This design comes from an exercise in tuning for small area, a short achievable clock period and few clock cycles per item on the open sky130 flow, not from production work.
Where RTL was checked, it was by simulation tests only, not by an equivalence proof against the original.
Power figures rest on the tool's default switching activity, not on a simulated workload.

## v6
==> flow/design.v (excerpt) <==
module APB_Slave#( parameter DWIDTH = 32, AWIDTH = 5)
(   input                                      PCLK,             
    input                                   PRESETn,             
    input                                     PSELx,             
    input                                   PENABLE,             
    input                        [AWIDTH-1:0] PADDR,             
    input                                    PWRITE,             
    input                       [DWIDTH-1:0] PWDATA,             
    output reg                  [DWIDTH-1:0] PRDATA,             
    output                                   PREADY,             
    output                                   PSLVERR             
);
    localparam DEPTH = 2**AWIDTH;
    localparam LANES = 2;
    localparam LW    = DWIDTH / LANES;
    reg           [DWIDTH-1:0] mem_arr[DEPTH-1:0];
    wire          [DWIDTH-1:0] rd_word;
    wire                       wr = PSELx && PENABLE && PWRITE;
    reg                  [3:0] lo_n, lo_wr_n;                    
    reg                  [7:0] hi_n;                             
    integer                    k;
    always @(*) begin
        for (k = 0; k < 4; k = k + 1) begin
            lo_n[k]    = ~(PADDR[1:0] == k);
            lo_wr_n[k] = ~(wr && PADDR[1:0] == k);
        end
        for (k = 0; k < 8; k = k + 1)
            hi_n[k]    = ~(PADDR[4:2] == k);
    end
    genvar l, g, b;
    generate
        for (l = 0; l < LANES; l = l + 1) begin : lane
            wire [DEPTH-1:0] rsel;                               
  ...
Size in the first run: about 2000 cells after synthesis, ~76 I/O pins, ~37000 µm² of cells after synthesis.
==> module APB_Slave, before the edit <==
module APB_Slave#( parameter DWIDTH = 32, AWIDTH = 5)
(   input                                      PCLK,             
    input                                   PRESETn,             
    input                                     PSELx,             
    input                                   PENABLE,             
    input                        [AWIDTH-1:0] PADDR,             
    input                                    PWRITE,             
    input                       [DWIDTH-1:0] PWDATA,             
    output reg                  [DWIDTH-1:0] PRDATA,             
    output                                   PREADY,             
    output                                   PSLVERR             
);
    localparam DEPTH = 2**AWIDTH;
    localparam LANES = 2;
    localparam LW    = DWIDTH / LANES;
    reg           [DWIDTH-1:0] mem_arr[DEPTH-1:0];
    wire          [DWIDTH-1:0] rd_word;
    wire                       wr = PSELx && PENABLE && PWRITE;
    reg                  [3:0] lo_n, lo_wr_n;                    
    reg                  [7:0] hi_n;                             
    integer                    k;
    always @(*) begin
        for (k = 0; k < 4; k = k + 1) begin
            lo_n[k]    = ~(PADDR[1:0] == k);
            lo_wr_n[k] = ~(wr && PADDR[1:0] == k);
        end
        for (k = 0; k < 8; k = k + 1)
            hi_n[k]    = ~(PADDR[4:2] == k);
    end
    genvar l, g, b;
    generate
        for (l = 0; l < LANES; l = l + 1) begin : lane
            wire [DEPTH-1:0] rsel;                               
            wire [DEPTH-1:0] wsel;                               
            APB_Slave_dec u_dec (.lo_n(lo_n), .lo_wr_n(lo_wr_n), .hi_n(hi_n), .rsel(rsel), .wsel(wsel));
            for (g = 0; g < DEPTH; g = g + 1) begin : word
                always @(posedge PCLK)
                    if (wsel[g])
                        mem_arr[g][l*LW +: LW] <= PWDATA[l*LW +: LW];
            end
            for (b = l*LW; b < (l+1)*LW; b = b + 1) begin : rd
                wire [DEPTH-1:0] column;
                for (g = 0; g < DEPTH; g = g + 1) begin : col
                    assign column[g] = mem_arr[g][b];
                end
                APB_Slave_rdbit u_bit (.sel(rsel), .d(column), .q(rd_word[b]));
            end
        end
    endgenerate
always @(posedge PCLK)
begin
    PRDATA <= rd_word;
end
    assign PREADY  = 1'b1;
    assign PSLVERR = 1'b0;
endmodule
==> flow/config.mk <==
export PLATFORM = sky130hd
export DESIGN_NAME = APB_Slave
export DESIGN_NICKNAME = APB_Slave
export VERILOG_FILES = /design/flow/design.v
export SDC_FILE = /design/flow/constraint.sdc
export NUM_CORES = 4
export LEC_CHECK = 0
export CAP_MARGIN = 20
export CORE_MARGIN = 2
export CORE_UTILIZATION = 65
export CTS_CLUSTER_DIAMETER = 100
export CTS_CLUSTER_SIZE = 24
export SETUP_SLACK_MARGIN = 3.3
export SLEW_MARGIN = 20
export SYNTH_HIERARCHICAL = 1
==> flow/constraint.sdc <==
create_clock -name core_clock -period 5.5 [get_ports {PCLK}]
set_input_delay 1.1000 -clock core_clock [delete_from_list [all_inputs] [get_ports {PCLK}]]
set_output_delay 1.1000 -clock core_clock [all_outputs]
set_load 0.01 [all_outputs]
run.sh (not shown) runs the stock make flow with config.mk's settings and CLKGATE_MAP_FILE= SYNTH_SCRIPT=/design/flow/synth_recipe.tcl, a recipe that flattens the netlist after the stock synthesis.
The inputs of v7 differ from those of v6 as listed below.
==> flow/design.v, changed modules only <==
module APB_Slave_predec
(   input        [4:0] addr,
    input              wr,                                       
    output reg   [3:0] lo_n,                                     
    output reg   [3:0] lo_wr_n,                                  
    output reg   [7:0] hi_n                                      
);
    integer k;
    always @(*) begin
        for (k = 0; k < 4; k = k + 1) begin
            lo_n[k]    = ~(addr[1:0] == k);
            lo_wr_n[k] = ~(wr && addr[1:0] == k);
        end
        for (k = 0; k < 8; k = k + 1)
            hi_n[k]    = ~(addr[4:2] == k);
    end
endmodule
module APB_Slave#( parameter DWIDTH = 32, AWIDTH = 5)
(   input                                      PCLK,             
    input                                   PRESETn,             
    input                                     PSELx,             
    input                                   PENABLE,             
    input                        [AWIDTH-1:0] PADDR,             
    input                                    PWRITE,             
    input                       [DWIDTH-1:0] PWDATA,             
    output reg                  [DWIDTH-1:0] PRDATA,             
    output                                   PREADY,             
    output                                   PSLVERR             
);
    localparam DEPTH = 2**AWIDTH;
    localparam LANES = 4;
    localparam LW    = DWIDTH / LANES;
    reg           [DWIDTH-1:0] mem_arr[DEPTH-1:0];
    wire          [DWIDTH-1:0] rd_word;
    wire                       wr = PSELx && PENABLE && PWRITE;
    genvar l, g, b;
    generate
        for (l = 0; l < LANES; l = l + 1) begin : lane
            wire [DEPTH-1:0] rsel;                               
            wire [DEPTH-1:0] wsel;                               
            wire [3:0] lo_n, lo_wr_n;                            
            wire [7:0] hi_n;                                     
            APB_Slave_predec u_predec (.addr(PADDR), .wr(wr), .lo_n(lo_n), .lo_wr_n(lo_wr_n), .hi_n(hi_n));
            APB_Slave_dec u_dec (.lo_n(lo_n), .lo_wr_n(lo_wr_n), .hi_n(hi_n), .rsel(rsel), .wsel(wsel));
            for (g = 0; g < DEPTH; g = g + 1) begin : word
                always @(posedge PCLK)
                    if (wsel[g])
                        mem_arr[g][l*LW +: LW] <= PWDATA[l*LW +: LW];
            end
            for (b = l*LW; b < (l+1)*LW; b = b + 1) begin : rd
                wire [DEPTH-1:0] column;
                for (g = 0; g < DEPTH; g = g + 1) begin : col
                    assign column[g] = mem_arr[g][b];
                end
                APB_Slave_rdbit u_bit (.sel(rsel), .d(column), .q(rd_word[b]));
            end
        end
    endgenerate
always @(posedge PCLK)
begin
    PRDATA <= rd_word;
end
    assign PREADY  = 1'b1;
    assign PSLVERR = 1'b0;
endmodule
### Flow results
- v7 reports a higher area used by multi-input combinational logic than v6 does.
- [compare] base=v6 new=v7: final wirelength decreased 0.96%, period utilization decreased 1.2 points, global-route wire length before repair decreased 1600 µm.
- In the flow results for v6 and v7, the worst slew margin relative to its limit is smaller on v6.
- Comparing total routed wire length on the met1 layer for v6 and v7, the bigger number came from v7.
No functional check of the RTL was part of any run of this note.

---

Another version of the RTL of APB_Slave (not shown whole).
For scale: roughly 1,100 flip-flops, roughly 76 I/O pins, roughly 37,000 µm² of cells after synthesis.
==> module APB_Slave, before the edit <==
module APB_Slave#( parameter DWIDTH = 32, AWIDTH = 5)
(   input                                      PCLK,             
    input                                   PRESETn,             
    input                                     PSELx,             
    input                                   PENABLE,             
    input                        [AWIDTH-1:0] PADDR,             
    input                                    PWRITE,             
    input                       [DWIDTH-1:0] PWDATA,             
    output reg                  [DWIDTH-1:0] PRDATA,             
    output                                   PREADY,             
    output                                   PSLVERR             
);
    localparam DEPTH = 2**AWIDTH;
    localparam LANES = 2;
    localparam LW    = DWIDTH / LANES;
    reg           [DWIDTH-1:0] mem_arr[DEPTH-1:0];
    wire          [DWIDTH-1:0] rd_word;
    wire                       wr = PSELx && PENABLE && PWRITE;
    genvar l, g, b;
    generate
        for (l = 0; l < LANES; l = l + 1) begin : lane
            wire [DEPTH-1:0] rsel;                               
            wire [DEPTH-1:0] wsel;                               
            APB_Slave_dec u_dec (.addr(PADDR), .wr(wr), .rsel(rsel), .wsel(wsel));
            for (g = 0; g < DEPTH; g = g + 1) begin : word
                always @(posedge PCLK)
                    if (wsel[g])
                        mem_arr[g][l*LW +: LW] <= PWDATA[l*LW +: LW];
            end
            for (b = l*LW; b < (l+1)*LW; b = b + 1) begin : rd
                wire [DEPTH-1:0] column;
                for (g = 0; g < DEPTH; g = g + 1) begin : col
                    assign column[g] = mem_arr[g][b];
                end
                APB_Slave_rdbit u_bit (.sel(rsel), .d(column), .q(rd_word[b]));
            end
        end
    endgenerate
always @(posedge PCLK)
begin
    PRDATA <= rd_word;
end
    assign PREADY  = 1'b1;
    assign PSLVERR = 1'b0;
endmodule
clock: 5.5 ns
lec_check: 0
cap_margin: 20
core_margin: 2
core_utilization: 65
cts_cluster_diameter: 100
cts_cluster_size: 24
setup_slack_margin: 3.3
slew_margin: 20
synth_hierarchical: 1
Then changed:
--- a/flow/design.v
+++ b/flow/design.v
@@ -60,11 +60,11 @@
     output reg                  [DWIDTH-1:0] PRDATA,             
     output                                   PREADY,             
     output                                   PSLVERR             
 );
     localparam DEPTH = 2**AWIDTH;
-    localparam LANES = 2;
+    localparam LANES = 4;
     localparam LW    = DWIDTH / LANES;
     reg           [DWIDTH-1:0] mem_arr[DEPTH-1:0];
     wire          [DWIDTH-1:0] rd_word;
     wire                       wr = PSELx && PENABLE && PWRITE;
     genvar l, g, b;
Effect: Core utilization decreases by 1.6 points; fmax increases by 5.6%; synthesized area increases by 2.4%; critical path depth increases by 2; wire length decreases by 7.0%; die area increases by 2.4%; via count increases by 2.2%; cell count increases by 3.3%.
Function was not checked in any run of this note: the RTL went through the layout flow alone.

---

== R ==
Another version of the RTL of APB_Slave (not shown whole).
For scale: ~2100 cells after synthesis, roughly 1100 flip-flops, ~76 I/O pins, roughly 0.038 mm2 of cells after synthesis.
==> module APB_Slave_dec, before the edit <==
module APB_Slave_dec
(   input        [3:0] lo_n,                                     
    input        [3:0] lo_wr_n,                                  
    input        [7:0] hi_n,                                     
    output      [31:0] rsel,
    output      [31:0] wsel
);
    genvar g;
    generate
        for (g = 0; g < 32; g = g + 1) begin : w
            assign rsel[g] = ~(lo_n[g % 4]    | hi_n[g / 4]);
            assign wsel[g] = ~(lo_wr_n[g % 4] | hi_n[g / 4]);
        end
    endgenerate
endmodule
==> module APB_Slave, before the edit <==
module APB_Slave#( parameter DWIDTH = 32, AWIDTH = 5)
(   input                                      PCLK,             
    input                                   PRESETn,             
    input                                     PSELx,             
    input                                   PENABLE,             
    input                        [AWIDTH-1:0] PADDR,             
    input                                    PWRITE,             
    input                       [DWIDTH-1:0] PWDATA,             
    output reg                  [DWIDTH-1:0] PRDATA,             
    output                                   PREADY,             
    output                                   PSLVERR             
);
    localparam DEPTH = 2**AWIDTH;
    localparam LANES = 4;
    localparam LW    = DWIDTH / LANES;
    reg           [DWIDTH-1:0] mem_arr[DEPTH-1:0];
    wire          [DWIDTH-1:0] rd_word;
    wire                       wr = PSELx && PENABLE && PWRITE;
    reg                  [3:0] lo_n, lo_wr_n;                    
    reg                  [7:0] hi_n;                             
    integer                    k;
    always @(*) begin
        for (k = 0; k < 4; k = k + 1) begin
            lo_n[k]    = ~(PADDR[1:0] == k);
            lo_wr_n[k] = ~(wr && PADDR[1:0] == k);
        end
        for (k = 0; k < 8; k = k + 1)
            hi_n[k]    = ~(PADDR[4:2] == k);
    end
    genvar l, g, b;
    generate
        for (l = 0; l < LANES; l = l + 1) begin : lane
            wire [DEPTH-1:0] rsel;                               
            wire [DEPTH-1:0] wsel;                               
            APB_Slave_dec u_dec (.lo_n(lo_n), .lo_wr_n(lo_wr_n), .hi_n(hi_n), .rsel(rsel), .wsel(wsel));
            for (g = 0; g < DEPTH; g = g + 1) begin : word
                always @(posedge PCLK)
                    if (wsel[g])
                        mem_arr[g][l*LW +: LW] <= PWDATA[l*LW +: LW];
            end
            for (b = l*LW; b < (l+1)*LW; b = b + 1) begin : rd
                wire [DEPTH-1:0] column;
                for (g = 0; g < DEPTH; g = g + 1) begin : col
                    assign column[g] = mem_arr[g][b];
                end
                APB_Slave_rdbit u_bit (.sel(rsel), .d(column), .q(rd_word[b]));
            end
        end
    endgenerate
always @(posedge PCLK)
begin
    PRDATA <= rd_word;
end
    assign PREADY  = 1'b1;
    assign PSLVERR = 1'b0;
endmodule
clock: 5.5 ns
lec_check: 0
cap_margin: 20
core_margin: 2
core_utilization: 65
cts_cluster_diameter: 100
cts_cluster_size: 24
setup_slack_margin: 3.3
slew_margin: 20
synth_hierarchical: 1
Testbench counts of R, summed over its fixed seeds: cycles 8,184, transfers 4,096.
#### Input delta (Q over R)
==> flow/design.v <==
module APB_Slave_or8
(   input       [7:0] sel,
    input       [7:0] d,
    output            y
);
    assign y = |(sel & d);
endmodule
module APB_Slave_nor2
(   input       [1:0] a,
    output            y
);
    assign y = ~|a;
endmodule
module APB_Slave_nand2
(   input       [1:0] a,
    output            y
);
    assign y = ~&a;
endmodule
module APB_Slave_rdbit
(   input       [31:0] sel,
    input       [31:0] d,
    output             q
);
    wire  [3:0] p;                                               
    wire  [1:0] n;                                               
    genvar k;
    generate
        for (k = 0; k < 4; k = k + 1) begin : g8
            APB_Slave_or8 u (.sel(sel[8*k+7:8*k]), .d(d[8*k+7:8*k]), .y(p[k]));
        end
        for (k = 0; k < 2; k = k + 1) begin : g16
            APB_Slave_nor2 u (.a(p[2*k+1:2*k]), .y(n[k]));
        end
    endgenerate
    APB_Slave_nand2 u32 (.a(n), .y(q));
endmodule
module APB_Slave#( parameter DWIDTH = 32, AWIDTH = 5)
(   input                                      PCLK,             
    input                                   PRESETn,             
    input                                     PSELx,             
    input                                   PENABLE,             
    input                        [AWIDTH-1:0] PADDR,             
    input                                    PWRITE,             
    input                       [DWIDTH-1:0] PWDATA,             
    output reg                  [DWIDTH-1:0] PRDATA,             
    output                                   PREADY,             
    output                                   PSLVERR             
);
    localparam DEPTH = 2**AWIDTH;
    reg           [DWIDTH-1:0] mem_arr[DEPTH-1:0];
    wire           [DEPTH-1:0] word_sel;                         
    wire          [DWIDTH-1:0] rd_word;
    genvar g, b;
    generate
        for (g = 0; g < DEPTH; g = g + 1) begin : dec
            assign word_sel[g] = (PADDR == g);
            always @(posedge PCLK)
                if (PSELx && PENABLE && PWRITE && word_sel[g])
                    mem_arr[g] <= PWDATA;
        end
        for (b = 0; b < DWIDTH; b = b + 1) begin : rd
            wire [DEPTH-1:0] column;
            for (g = 0; g < DEPTH; g = g + 1) begin : col
                assign column[g] = mem_arr[g][b];
            end
            APB_Slave_rdbit u_bit (.sel(word_sel), .d(column), .q(rd_word[b]));
        end
    endgenerate
always @(posedge PCLK)
begin
    PRDATA <= rd_word;
end
    assign PREADY  = 1'b1;
    assign PSLVERR = 1'b0;
endmodule
--- outcome ---
Q improves on R in worst relative slew slack. Of Q and R, it is Q that has the higher distinct cell type count of the synthesized netlist. Sort Q and R by sequential share of layout area, ascending, and R comes first. Q reports a higher vias per cell than R does. The standard cells in Q occupy less silicon area than those in R do. The detailed-route wire length of Q exceeds that of R by about 8%. [Q vs R] delay of the slowest cell on the worst path: higher in Q. In the reports for Q and R, the larger minimum period implied by the final worst setup slack belongs to Q. In Q, the worst hold slack came out 15 ps below the value in R. Diff R -> Q: placed wire-length estimate after detailed placement moved down, clock power share went up 0.3 points. Comparing Q and R, the lower number of buffers added for setup after CTS is on R.
Testbench counts of Q, summed over its fixed seeds: cycles 8,184, transfers 4,096.

## port drivers added, routing unchanged
No port has a modelled driver above. Below, the same layouts with a new extraction and two added sets of constraints. Step 1 (the two cells are an assumption about what drives the block):
set clk [get_ports {PCLK}]
set_driving_cell -lib_cell sky130_fd_sc_hd__clkbuf_16 $clk
set_driving_cell -lib_cell sky130_fd_sc_hd__buf_2 [delete_from_list [all_inputs] $clk]
Step 2, shift: input delay + t, output delay - t, t = (earliest + latest rising clock arrival at the registers) / 2. This alone moves slack from input paths to output paths. Three values: no drivers, after step 1, after step 2; two values: the first two.
run	shift t [ns]	slack for setup (ns)	worst register clock-pin slew, ns	worst slew at a driven data input, ns	cell pins on the clock port's net
v6	0.691	3.221 / 3.166 / 2.475	0.11 / 0.11	0.18	1
v7	0.672	3.288 / 3.259 / 2.598	0.10 / 0.10	0.10	1
the first run of note 2	0.681	3.165 / 3.186 / 2.513	0.11 / 0.11	0.09	1
the second run of note 2	0.677	3.288 / 3.266 / 2.609	0.10 / 0.10	0.11	1
R	0.695	3.297 / 3.254 / 2.608	0.10 / 0.10	0.06	1
Q	0.692	3.217 / 3.194 / 2.503	0.10 / 0.10	0.12	1
After both steps setup and hold are still met in every run listed. The setup slack of v6, which loses most, moves by -0.055 ns with the drivers and by -0.746 ns with both steps.
